This is an optimization exercise on Yosys and OpenROAD, whose aim is small area and a short achievable clock period, not a production implementation.
The RTL was checked by simulation tests, not by an equivalence proof against the original design.

[flow/run.sh]
#!/bin/bash
# synth_recipe.tcl (not shown) runs the flow's synth.tcl, then flattens the netlist and writes it again
# the make line also repeats each setting of config.mk as NAME=value (left out here)
make -C /OpenROAD-flow-scripts/flow DESIGN_CONFIG=/design/flow/config.mk WORK_HOME=/design/flow/orfs CLKGATE_MAP_FILE= SYNTH_SCRIPT=/design/flow/synth_recipe.tcl finish
[flow/config.mk]
export PLATFORM = sky130hd
export DESIGN_NAME = mult_core_fast
export DESIGN_NICKNAME = mult_core_fast
export VERILOG_FILES = /design/flow/design.v
export SDC_FILE = /design/flow/constraint.sdc
export NUM_CORES = 4
export LEC_CHECK = 0
export CAP_MARGIN = 20
export CORE_MARGIN = 2
export CORE_UTILIZATION = 40
export SLEW_MARGIN = 20
[flow/constraint.sdc]
create_clock -name core_clock -period 8.5 [get_ports {iclk}]
set_input_delay 1.7000 -clock core_clock [delete_from_list [all_inputs] [get_ports {iclk}]]
set_output_delay 1.7000 -clock core_clock [all_outputs]
set_load 0.01 [all_outputs]
[flow/design.v]
module int16to8 #(
    parameter pTYPE_OF_TRANSFORM = "lin"              
)(
    input                   iclk ,
    input        [15:0]     idata,
    output logic [7:0]      odata
);
    generate 
        if ( pTYPE_OF_TRANSFORM == "lin" ) begin : g_lin
            always_ff @( posedge iclk ) begin 
                odata <= idata / 8'd255;
            end    
        end
        else if ( pTYPE_OF_TRANSFORM == "log" ) begin : g_log  
            always_ff @( posedge iclk ) begin 
                if ( idata < 16'd255 ) begin         
                    odata <= {1'b0, idata[6:0]};
                end
                else if ( idata < 16'd511 ) begin    
                    odata <= idata[8:1] + 8'd128;
                end
                else if ( idata < 16'd1023 ) begin   
                    odata <= idata[9:2] + 8'd192;
                end
                else if ( idata < 16'd2043 ) begin   
                    odata <= idata[10:3] + 8'd224;
                end
                else if ( idata < 16'd4047 ) begin   
                    odata <= idata[11:4] + 8'd240;
                end 
                else if ( idata < 16'd8191 ) begin   
                    odata <= idata[12:5] + 8'd248;
                end
                else if ( idata < 16'd16383 ) begin   
                    odata <= idata[13:6] + 8'd248;
                end
                else if ( idata < 16'd32767  ) begin   
                    odata <= idata[14:7] + 8'd248;
                end
                else  begin   
                    odata <= idata[15:8] + 8'd254;
                end 
            end
        end
    endgenerate 
endmodule
module add3_3#(
    parameter pDATA_W = 8
)(
    input                               iclk ,
    input                               ien  ,
    input        [8:0][pDATA_W-1:0]     idata,
    output logic [(pDATA_W*2)-1:0]      odata
);
    localparam          lpNUM = 8;
    localparam          lpINT_W = pDATA_W + 4;
    logic [lpNUM-1:0][lpINT_W-1:0]      pre_adders;
    logic [2:0][lpINT_W-1:0]             data_9;
    always_ff @( posedge iclk ) begin : blockName
        if ( ien ) begin 
            pre_adders[0] <= idata[0] + idata[1];                
            pre_adders[1] <= idata[2] + idata[3];
            pre_adders[2] <= idata[4] + idata[5];
            pre_adders[3] <= idata[6] + idata[7];
            data_9[0]     <= idata[8];
            pre_adders[4] <= pre_adders[0] + pre_adders[1];      
            pre_adders[5] <= pre_adders[2] + pre_adders[3];
            data_9[1]     <= data_9[0];  
            pre_adders[6] <= pre_adders[4] + pre_adders[5];      
            data_9[2]     <= data_9[1];
            pre_adders[7] <= pre_adders[6] + data_9[2];          
            odata <= pre_adders[7] / 16;
        end
    end
endmodule
module mult_core_fast#(
    parameter pDATA_W   = 8,
    parameter pKERNEL_X = 3,
    parameter pKERNEL_Y = 3,
    parameter pTYPE_OF_TRANSFORM = "lin"
)(
    input                                           iclk        , 
    input                                           irst        ,
    input [pKERNEL_Y*pKERNEL_X*pDATA_W-1:0]         idata       ,
    input [pKERNEL_Y*pKERNEL_X*pDATA_W-1:0]         idata_kernel,
    input                                           icalc_en    ,
    output logic [pDATA_W-1:0]                      odata       ,
    output logic                                    odata_valid 
);
    localparam lpMULT_RES_W = pKERNEL_Y*pKERNEL_X;
    localparam lpLATENCY    = 7;
    logic [lpMULT_RES_W-1:0][pDATA_W-1:0]           mult_results;
    logic [lpMULT_RES_W-1:0][pDATA_W*2-1:0]         post_mult_results;    
    logic [pDATA_W*2-1:0]                           sum_result;
    logic [lpLATENCY-1:0]                           valid_pipe;
    generate
        if ( (pKERNEL_X == 3) && (pKERNEL_Y == 3) ) begin : g_add3_3
            add3_3 #(
                .pDATA_W (pDATA_W )
                ) u_add3_3(
            	    .iclk  ( iclk         ),
                    .ien   ( 1'b1         ),
                    .idata ( mult_results ),
                    .odata ( sum_result   )
            );
        end
        if ( pDATA_W == 8 ) begin : g_conv
            for ( genvar i = 0; i < lpMULT_RES_W; i++ ) begin : g_int16to8
                int16to8 #(
                    .pTYPE_OF_TRANSFORM (pTYPE_OF_TRANSFORM )
                )
                u_int16to8(
                    .iclk  ( iclk                 ),
                    .idata ( post_mult_results[i] ),
                    .odata ( mult_results[i]      )
                );
            end 
        end
    endgenerate
    assign odata       = sum_result[pDATA_W-1:0];
    assign odata_valid = valid_pipe[lpLATENCY-1];
    always_ff @( posedge iclk ) begin : MainBlock
        if ( irst ) begin 
            valid_pipe <= '0;
        end
        else begin 
            valid_pipe <= {valid_pipe[lpLATENCY-2:0], icalc_en};
            if ( icalc_en ) begin 
                for( int i=0; i<pKERNEL_Y; i++ ) begin
                    for( int j=0; j<pKERNEL_X; j++ ) begin 
                        post_mult_results[j+pKERNEL_X*i] <=
                            idata_kernel[(j+pKERNEL_X*i)*pDATA_W +: pDATA_W] *
                            idata       [(j+pKERNEL_X*i)*pDATA_W +: pDATA_W];
                    end
                end
            end
        end
    end
endmodule 
==> results of run 1 <==
cells in the mapped netlist, drive strengths merged (38+ instances only):
| master | n |
|---|---|
| fa | 331 |
| inv | 619 |
| clkbuf | 89 |
| a211oi | 39 |
| xor2 | 93 |
| edfxtp | 144 |
| o31ai | 39 |
| nand3 | 132 |
| ha | 400 |
| nor3 | 78 |
| or2 | 38 |
| o21ai | 228 |
| o211ai | 45 |
| buf | 51 |
| and3 | 66 |
| a21o | 76 |
| a21oi | 295 |
| dfxtp | 186 |
| and2 | 369 |
| o21bai | 50 |
| a31oi | 66 |
| xnor2 | 172 |
| nor2 | 224 |
| nand2 | 543 |
| nand4 | 71 |
| or3 | 40 |
registers in the layout, indices dropped and copies added, names as in the netlist:
name	flops
g_add3_3.u_add3_3.data_9	24
g_add3_3.u_add3_3.odata	8
g_conv.g_int16to8.u_int16to8.odata	72
post_mult_results	144
g_add3_3.u_add3_3.pre_adders	75
valid_pipe	7
cell usage in the layout (no fill, tap or decap), drive strengths merged, types with 40 or more instances in the layout:
| cell type | instances |
|---|---|
| fa | 331 |
| inv | 622 |
| nor3 | 78 |
| a31oi | 66 |
| clkdlybuf4s50 | 155 |
| nand4 | 71 |
| o211ai | 45 |
| a21o | 76 |
| nand2 | 543 |
| and3 | 66 |
| a21oi | 295 |
| nand3 | 132 |
| o21ai | 228 |
| clkbuf | 54 |
| edfxtp | 144 |
| dfxtp | 186 |
| xor2 | 93 |
| and2 | 369 |
| o21bai | 50 |
| xnor2 | 172 |
| or3 | 40 |
| ha | 400 |
| nor2 | 224 |
per-stage QoR:
stage | cell area (µm²) | instances | utilization
floorplan | 43500 | 5145 | -
global placement | 46300 | 6576 | 0.427
detailed placement | 46300 | 6576 | 0.427
CTS | 47800 | 6653 | 0.441
global route | 47800 | 6653 | 0.441
finish | 47800 | 6654 | 0.441
per-layer routing:
| layer | GRT usage | routed length (µm) | vias to the layer above |
|---|---|---|---|
| met2 | 0.306 | 47700 | 714 |
| li1 | - | - | 18280 |
| met3 | 0.0173 | 3720 | 106 |
| met1 | 0.251 | 48500 | 17581 |
| met4 | 0.0411 | 1870 | 0 |
| met5 | 0 | 0 | - |
logic make-up after synthesis:
logic type | count (synthesis) | synth area share
simple gates | 1774 | 0.214
flops | 330 | 0.185
compound gates | 1222 | 0.197
mux | 49 | 0.0127
xor+xnor | 266 | 0.0540
fa+ha+maj | 745 | 0.270
buf+inv | 759 | 0.0678
worst paths after layout:
path | to | from | depth (start not counted) | slack [ns]
worst max-delay path | g_conv.g_int16to8[4].u_int16to8.odata[0]$_DFF_P_ | post_mult_results[78]$_DFFE_PP_ | 22 | 1.58
worst min-delay path | g_add3_3.u_add3_3.data_9[12]$_DFF_P_ | g_add3_3.u_add3_3.data_9[0]$_DFF_P_ | 0 | 0.32
worst max register to register | g_conv.g_int16to8[4].u_int16to8.odata[0]$_DFF_P_ | post_mult_results[78]$_DFFE_PP_ | 22 | 1.58
worst min register to register | g_add3_3.u_add3_3.data_9[12]$_DFF_P_ | g_add3_3.u_add3_3.data_9[0]$_DFF_P_ | 0 | 0.32
final cells by class:
class / instances / share of cell area
Antenna cell: 1 / 0.0000523
Clock buffer: 54 / 0.0253
Clock inverter: 23 / 0.00688
Inverter: 619 / 0.0486
Multi-Input combinational cell: 4056 / 0.681
Sequential cell: 330 / 0.168
Tap cell: 1414 / 0.0370
Timing Repair Buffer: 157 / 0.0330
==> flow_summary.toml, run 1 <==
[yosys]
synth-main-ff-cell = "dfxtp_1"
syn_area_um2 = 43500
ys_warn_count = 3
ys_types = 128
synth_area_leaders = "fa_1 (15%), ha_1 (11%), edfxtp_1 (9.9%)"
ys_seq_area_frac = 0.185
synth_edf_count = 144
ys_ff_latch = 330
syn_inst = 5145
synth_top_area_cell = "fa_1"
async_flop_share = 0
synth.net_count = 6023
yosys.area.top_type_share = 0.152
avgSynthCellArea_um2 = 8.46

[min_path]
worstHoldPathType = "flop to flop"

[worst_setup_path]
crit_fanout = 9
end_kind = "flop"
worst_ep_required_time_ns = 9.02
worst-setup-path-type = "flop to flop"
crit_family = "compound AO/OA/AOI/OAI gates"
cp-start-kind = "flop"
cpPeakStageDelay_ns = 0.58
crit_path_top_delay_cell = "or4b_1"
cp.arrival_ns = 7.44
path_buf_inv = 0
cp_cell_sequence = "and4_1, o21ai_0, a211oi_2, nor3_1, or4b_1, nor2_1, a21boi_1, and3_1, a221oi_2, and3_1, a41oi_1, nand3_1, o21ai_1, mux2i_1, ha_1, o21ai_0, nor3b_1, and3_1, o211ai_1, o41a_1, a2111o_1, o21ai_1"
cp_common_cell = "and3_1"

[clocking]
cts_buffers = 42
clkTransAtPathRegs_ns = 0.06
clock_latency_ns = 0.58
cts_tree = "yes"
clock-sinks = 330
postCtsResizedCells = 0
max-clock-path-buffers = 3
cts_root_buf = "clkbuf_16"
cts_max_level = 2
post_cts_buffers = 0
cts_hold_buffers = 0

[route]
firstDrtPassIters = 6
viasPerCell = 5.51
postRouteAntennaNets = 0
drc = 0
vias = 36681
drtIter0Drc = 2415
wl_um = 102000
wl_per_cell_um = 15.3

[floorplan]
die_h_um = 334
num_rows = 121
die_area_um2 = 112000
initial_core_util = 0.402
coreArea_um2 = 108000
ios = 156
die_w_um = 334

[sta]
worst_slack_ns = 1.58
fin_setup_tns_ns = 0
slew_viol_final = 0
hold_viol_final = 0
finalSetupViolCount = 0
min_period_ns = 6.92
holdWs_ns = 0.324
max_freq_mhz = 144
finClkSkew_ns = 0.0289
max_slew_margin = 0.383
tightest_slew_ns = 0.917
finalCritPeriodShare = 0.815
rsz0062_at_grt = "no"

[grt]
grt_usage = 0.182
antenna_found_initial = 2
grt_pass1_wl_um = 174000
grt_max_degree = 145
grt_remaining_overflow = 0
grt_pass1_vias = 35725

[placed_design]
port_buffers = 155
place_ws_ns = 1.57
dp_hpwl_um = 81500
globalplace.congestion = 0.888

[cells_and_area]
regArea_um2 = 8050
fin_nets = 6084
n_fill_cell = 10592
syn2layout_area_growth_pct = 9.80
multiInputGateArea_um2 = 32600
drive_gt1_frac = 0.0410

[flow_run]
maxCapViolCount = 0

[outcome]
status = "complete, no violations"
==> run 2, diff against run 1 <==
==> flow/design.v (replaced) <==
module int16to8 (
    input        [15:0]     idata,
    output logic [7:0]      oh   ,
    output logic            oc
);
    logic [8:0] t;
    assign t  = {1'b0, idata[15:8]} + {1'b0, idata[7:0]} + 9'd1;
    assign oh = idata[15:8];
    assign oc = t[8];
endmodule
module add3_3 (
    input        [8:0][7:0]     ih,
    input        [8:0]          ic,
    output logic [11:0]         osum
);
    always_comb begin
        osum = 12'd0;
        for (int e = 0; e < 9; e++)
            osum = osum + {4'd0, ih[e]} + {11'd0, ic[e]};
    end
endmodule
module mult_core_fast #(
    parameter CUT_IN = 1,
    parameter CUT_P  = 1,
    parameter CUT_HC = 0,
    parameter CUT_OUT = 1
)(
    input                iclk        ,
    input                irst        ,
    input        [71:0]  idata       ,
    input        [71:0]  idata_kernel,
    input                icalc_en    ,
    output logic [7:0]   odata       ,
    output logic         odata_valid
);
    localparam LAT = CUT_IN + CUT_P + CUT_HC + CUT_OUT;
    logic [71:0]          d_a, d_b;
    logic [8:0][15:0]     p, p_q;
    logic [8:0][7:0]      h, h_q;
    logic [8:0]           c, c_q;
    logic [11:0]          s;
    logic [7:0]           o;
    generate
        if (CUT_IN) begin : g_in
            always_ff @(posedge iclk) begin d_a <= idata; d_b <= idata_kernel; end
        end else begin : g_nin
            assign d_a = idata; assign d_b = idata_kernel;
        end
        for (genvar e = 0; e < 9; e++) begin : g_mul
            assign p[e] = d_a[8*e +: 8] * d_b[8*e +: 8];
        end
        if (CUT_P) begin : g_p
            always_ff @(posedge iclk) p_q <= p;
        end else begin : g_np
            assign p_q = p;
        end
        for (genvar e = 0; e < 9; e++) begin : g_rs
            int16to8 u_rs (.idata(p_q[e]), .oh(h[e]), .oc(c[e]));
        end
        if (CUT_HC) begin : g_hc
            always_ff @(posedge iclk) begin h_q <= h; c_q <= c; end
        end else begin : g_nhc
            assign h_q = h; assign c_q = c;
        end
    endgenerate
    add3_3 u_sum (.ih(h_q), .ic(c_q), .osum(s));
    generate
        if (CUT_OUT) begin : g_out
            always_ff @(posedge iclk) o <= s[11:4];
        end else begin : g_nout
            assign o = s[11:4];
        end
        if (LAT == 0) begin : g_v0
            assign odata_valid = icalc_en & ~irst;
        end else begin : g_v
            logic [LAT-1:0] valid_pipe;
            always_ff @(posedge iclk) begin
                if (irst) valid_pipe <= '0;
                else      valid_pipe <= LAT == 1 ? icalc_en : {valid_pipe, icalc_en};
            end
            assign odata_valid = valid_pipe[LAT-1];
        end
    endgenerate
    assign odata = o;
endmodule
==> flow_summary.toml, run 2 <==
[worst_setup_path]
crit_fanout = 6
ff2ff_path_depth = 20
cp_cell_sequence = "ha_1, o21a_1, o21a_1, o21a_1, o211ai_1, a21oi_1, ha_1, xor2_1, fa_1, inv_1, fa_1, fa_1, fa_1, inv_1, ha_1, o21ai_0, o21ai_1, a31oi_2, nor4b_1, or3_1"
ff2ff_setup_slack_ns = 3.08
cpPeakStageDelay_ns = 0.51
r2r_start = "p_q[9]$_DFF_P_"
worst-setup-path-type = "flop to flop"
cp-start-kind = "flop"
crit_path_top_delay_cell = "fa_1"
rr_endpoint = "o[4]$_DFF_P_"
worst_ep_required_time_ns = 8.96
end_kind = "flop"
cp_common_cell = "fa_1"
cp.arrival_ns = 5.88

[clocking]
clock-sinks = 299
cts_root_buf = "clkbuf_16"
clock_latency_ns = 0.57
clkTransAtPathRegs_ns = 0.06
cts_max_level = 2
cts_buffers = 38
max-clock-path-buffers = 3
postCtsResizedCells = 0
cts_hold_buffers = 0
cts_tree = "yes"
post_cts_buffers = 0

[yosys]
ys_types = 63
synth-main-ff-cell = "dfxtp_1"
avgSynthCellArea_um2 = 9.78
synth_common_cells = "inv_1 (498), ha_1 (401), fa_1 (383), and2_1 (325), nand2_1 (308)"
synth_top_area_cell = "fa_1"
async_flop_share = 0
yosys.area.top_type_share = 0.274
synth_edf_count = 0
ys_ff_latch = 299
syn_inst = 2857
synth_area_leaders = "fa_1 (27%), dfxtp_1 (21%), ha_1 (18%)"
ys_warn_count = 2
synth.most_common_cell = "inv_1"
syn_area_um2 = 27900
synth.net_count = 3788
ys_seq_area_frac = 0.214

[sta]
hold_viol_final = 0
finalSetupViolCount = 0
finalCritPeriodShare = 0.638
max_freq_mhz = 184
min_period_ns = 5.42
max_slew_margin = 0.421
tightest_slew_ns = 0.857
worst_slack_ns = 3.08
rsz0062_at_grt = "no"
fin_setup_tns_ns = 0
slew_viol_final = 0
finClkSkew_ns = 0.0166

[route]
viasPerCell = 4.92
vias = 19693
wl_per_cell_um = 15.3
wl_um = 61300
firstDrtPassIters = 5
postRouteAntennaNets = 0
drc = 0
drtIter0Drc = 847

[floorplan]
num_rows = 96
die_h_um = 268
initial_core_util = 0.406
coreArea_um2 = 68800
die_w_um = 268
ios = 156
die_area_um2 = 72000

[cells_and_area]
largest_reg_flops = 144
top_register = "p_q"
fin_nets = 3977
largest_registers = "p_q (144), d_a (72), d_b (72)"
syn2layout_area_growth_pct = 14.2
n_fill_cell = 6399
layout_commonest_cell = "inv_1"
drive_gt1_frac = 0.0319
layout_common_cells = "inv_1 (498), ha_1 (401), fa_1 (383)"
diodes = 0

[placed_design]
globalplace.congestion = 0.841
dp_hpwl_um = 50500
port_buffers = 155
place_ws_ns = 3.13

[min_path]
min_to = "g_v.valid_pipe[1]$_SDFF_PP0_"
worstHoldPathType = "flop to flop"
hp-start = "g_v.valid_pipe[0]$_SDFF_PP0_"
min_path_cells = 1

[grt]
grt_max_degree = 15
grt_usage = 0.179
grt_pass1_wl_um = 105000
antenna_found_initial = 0
grt_remaining_overflow = 0
grt_pass1_vias = 21515

[flow_run]
maxCapViolCount = 0

[outcome]
status = "complete, no violations"
## run 2: layer usage
| layer | wire, µm | GRT usage | part of all wire | vias up |
|---|---|---|---|---|
| met1 | 26600 | 0.222 | 0.43 | 9748 |
| met4 | 1650 | 0.0517 | 0.027 | 0 |
| li1 | - | - | - | 9516 |
| met3 | 2460 | 0.0300 | 0.040 | 97 |
| met2 | 30500 | 0.318 | 0.50 | 332 |
| met5 | 0 | 0 | 0 | - |
## run 2: cells by family (layout without fill, tap and decap cells)
kind of cell / Yosys count / count (layout) / share of synthesized area
and+or+nand+nor: 861 / 861 / 0.158
adders and majority gates: 784 / 784 / 0.454
buffers and inverters: 504 / 722 / 0.0677
AOI/OAI and AO/OA: 303 / 303 / 0.0725
DFF: 299 / 299 / 0.214
xor gates and xnor gates: 101 / 101 / 0.0317
muxes: 5 / 5 / 0.00184
## run 2: through the flow
step | utilization | hold WS, ns | cell area [µm²] | std cells
floorplan | - | 0.414 | 27900 | 2857
global placement | 0.445 | 0.430 | 30600 | 3937
detailed placement | 0.445 | 0.424 | 30600 | 3937
CTS | 0.464 | 0.447 | 31900 | 4006
global route | 0.464 | 0.472 | 31900 | 4006
finish | 0.464 | 0.444 | 31900 | 4006
## run 2: layout make-up
cell class	instances	area [µm²]	share of cell area
clock inverters	29	314	0.00984
repair buffers	155	1550	0.0486
clock buffers	40	968	0.0303
multi-input cells	2054	20100	0.629
well taps	931	1160	0.0365
inverters	498	1870	0.0586
flip-flops and latches	299	5990	0.187
## run 2: critical path: cells and delay by family (launching register included)
family / cells / cell delay, ns
adder cells (fa/ha/maj): 7 / 2.62
AO/OA/AOI/OAI: 8 / 1.43
AND/OR/NAND/NOR: 2 / 0.47
flip-flops: 1 / 0.43
XOR/XNOR: 1 / 0.22
buffers and inverters: 2 / 0.13
## run 2: worst max-delay path by stage
stage | from | endpoint | cells past startpoint | slack, ns
floorplan | p_q[9]$_DFF_P_ | o[4]$_DFF_P_ | 22 | 3.50
global placement | p_q[9]$_DFF_P_ | o[4]$_DFF_P_ | 19 | 3.26
detailed placement | p_q[9]$_DFF_P_ | o[4]$_DFF_P_ | 22 | 3.13
CTS | p_q[9]$_DFF_P_ | o[4]$_DFF_P_ | 22 | 3.08
global route | p_q[9]$_DFF_P_ | o[4]$_DFF_P_ | 19 | 2.85
finish | p_q[9]$_DFF_P_ | o[4]$_DFF_P_ | 20 | 3.08

[re-timing with driven ports]
How much do the figures lean on ideal ports? The routed layouts below were timed once more, with nothing changed but the port constraints.
Step 1, drivers: a clkbuf_16 drives iclk and a buf_2 each remaining input, both assumed.
Step 2 adds t to the input delays and takes it off the output delays; t is the mean of the earliest and latest rising clock arrival at the registers after step 1. Input paths then give back, and output paths get back, about the clock's delay inside the block.
Slacks: ideal ports / drivers / drivers and shift; pairs: ideal ports / drivers.
run	t (ns)	slack for setup (ns)	worst setup path at the end
run 1	0.633	1.576 / 1.576 / 1.553	input to register
run 2	0.629	3.080 / 3.080 / 3.080	register to register
After both steps every run listed still meets setup and hold. For run 1, which loses most, drivers alone change the setup slack by 0.000 ns; drivers and shift together by -0.023 ns.
